Background: an optimization exercise with open tools, aiming at small area, a short achievable clock period and few clock cycles per item. Do not read the settings as production practice.
Only simulation tests tie the RTL to the original design; equivalence was not proved.
Power is estimated from default activity; no workload was simulated.

==> module mul_group, before the edit <==
module mul_group (
    input  [31:0] m,
    input  [8:0]  q9,      
    input  [31:0] s_in,    
    input  [31:0] c_in,
    input         cl_in,   
    output [31:0] s_out,
    output [31:0] c_out,
    output        cl_out,
    output [7:0]  p        
);
    wire [39:0] r [0:3];
    wire [3:0] ng;
    genvar t;
    generate
        for (t = 0; t < 4; t = t + 1) begin : row
            wire b0 = q9[2*t], b1 = q9[2*t+1], b2 = q9[2*t+2];
            wire one = b0 ^ b1;
            wire two = (b2 & ~b1 & ~b0) | (~b2 & b1 & b0);
            assign ng[t] = b2 & ~(b1 & b0);
            wire [32:0] mn = {m[31], m} ^ {33{ng[t]}};      
            wire [32:0] x = ({33{one}} & mn) | ({33{two}} & {mn[31:0], ng[t]});
            wire [39:0] u = {7'd0, ~x[32], x[31:0]};
            assign r[t] = u << (2*t);
        end
    endgenerate
    wire [39:0] nv = {32'd0, 1'b1, ng[3], 1'b1, ng[2], 1'b1, ng[1], 1'b1, ng[0]} ;
    wire [39:0] av = {8'd0, s_in};
    wire [39:0] bv = {8'd0, c_in[31:1], c_in[0] | 1'b0};
    wire [39:0] s1 = r[0] ^ r[1] ^ r[2];
    wire [39:0] c1 = ((r[0] & r[1]) | (r[0] & r[2]) | (r[1] & r[2])) << 1;
    wire [39:0] s2 = r[3] ^ av ^ bv;
    wire [39:0] c2 = ((r[3] & av) | (r[3] & bv) | (av & bv)) << 1;
    wire [39:0] s3 = s1 ^ c1 ^ s2;
    wire [39:0] c3 = ((s1 & c1) | (s1 & s2) | (c1 & s2)) << 1;
    wire [39:0] c2n = c2 | {39'd0, cl_in};           
    wire [39:0] s4 = s3 ^ c2n ^ nv;
    wire [39:0] c4 = ((s3 & c2n) | (s3 & nv) | (c2n & nv)) << 1;
    wire [39:0] s5 = s4 ^ c4 ^ c3;
    wire [39:0] c5 = ((s4 & c4) | (s4 & c3) | (c4 & c3)) << 1;
    wire [8:0] lo = {1'b0, s5[7:0]} + {1'b0, c5[7:0]};
    assign p = lo[7:0];
    assign cl_out = lo[8];
    assign s_out = s5[39:8];
    assign c_out = c5[39:8];
endmodule
clock: 10.0 ns
lec_check: 0
abc_area: 1
cap_margin: 20
core_margin: 2
core_utilization: 40
place_density: 0.6
setup_slack_margin: 3.0
slew_margin: 20
standard.sh (not shown) runs the stock make flow with config.mk's settings and CLKGATE_MAP_FILE= SYNTH_SCRIPT=/design/flow/synth_recipe.tcl, a recipe that flattens the netlist after the stock synthesis.
==> flow/flow/run.sh <==
#!/bin/bash
set -euo pipefail
export BUFFER_PORTS_ARGS="-buffer_cell sky130_fd_sc_hd__buf_2"
bash standard.sh > flow.log 2>&1
Testbench counts at the start, summed over its fixed seeds: cycles 8,810, items 4,800.
Change:
--- a/flow/design.v
+++ b/flow/design.v
@@ -70,17 +70,16 @@
     wire [39:0] nv = {32'd0, 1'b1, ng[3], 1'b1, ng[2], 1'b1, ng[1], 1'b1, ng[0]} ;
     wire [39:0] av = {8'd0, s_in};
     wire [39:0] bv = {8'd0, c_in[31:1], c_in[0] | 1'b0};
+    wire [39:0] sa = av ^ bv ^ nv;
+    wire [39:0] ca = (((av & bv) | (av & nv) | (bv & nv)) << 1) | {39'd0, cl_in};    
     wire [39:0] s1 = r[0] ^ r[1] ^ r[2];
     wire [39:0] c1 = ((r[0] & r[1]) | (r[0] & r[2]) | (r[1] & r[2])) << 1;
-    wire [39:0] s2 = r[3] ^ av ^ bv;
-    wire [39:0] c2 = ((r[3] & av) | (r[3] & bv) | (av & bv)) << 1;
+    wire [39:0] s2 = r[3] ^ sa ^ ca;
+    wire [39:0] c2 = ((r[3] & sa) | (r[3] & ca) | (sa & ca)) << 1;
     wire [39:0] s3 = s1 ^ c1 ^ s2;
     wire [39:0] c3 = ((s1 & c1) | (s1 & s2) | (c1 & s2)) << 1;
-    wire [39:0] c2n = c2 | {39'd0, cl_in};           
-    wire [39:0] s4 = s3 ^ c2n ^ nv;
-    wire [39:0] c4 = ((s3 & c2n) | (s3 & nv) | (c2n & nv)) << 1;
-    wire [39:0] s5 = s4 ^ c4 ^ c3;
-    wire [39:0] c5 = ((s4 & c4) | (s4 & c3) | (c4 & c3)) << 1;
+    wire [39:0] s5 = s3 ^ c3 ^ c2;
+    wire [39:0] c5 = ((s3 & c3) | (s3 & c2) | (c3 & c2)) << 1;
     wire [8:0] lo = {1'b0, s5[7:0]} + {1'b0, c5[7:0]};
     assign p = lo[7:0];
     assign cl_out = lo[8];
=> Final area increases by 0.33%. First-iteration DRC count barely changes. Die area goes up by 0.36%. Clock power drops by about 5%. Cell count is lower by 1.1%. Non-clock buffer count went down by 43. Total power falls by 8.0%. Fmax rose by about 1.8%. Core utilization hardly moves. Combinational power shrinks by 8.8%. Global-route usage goes down by 2.4 points. Register-to-register slack gets better by 0.22 ns.
Testbench counts after the change, summed over its fixed seeds: cycles 8,810, items 4,800.

==> static timing again, ports no longer ideal <==
In the flow no input, the clock included, has a driving cell. The finished layouts below were timed again as built, in two steps. Step 1 assumes that a clkbuf_16 drives the clock port and a buf_2 every other input. Step 2 also shifts input and output timing later by t, the mid clock arrival at the registers, as if the neighbouring blocks saw the same clock. a / b / c = no drivers / after step 1 / after step 2; a / b = the first two.
run | shift t [ns] | slack for setup (ns) | cell pins on the clock port's net
the first run | 0.464 | 2.959 / 2.820 / 2.790 | 1
the second run | 0.457 | 3.082 / 2.909 / 2.798 | 1
After both steps every run listed still meets setup and hold. For the second run, which loses most, drivers alone change the setup slack by -0.173 ns; drivers and shift together by -0.284 ns.
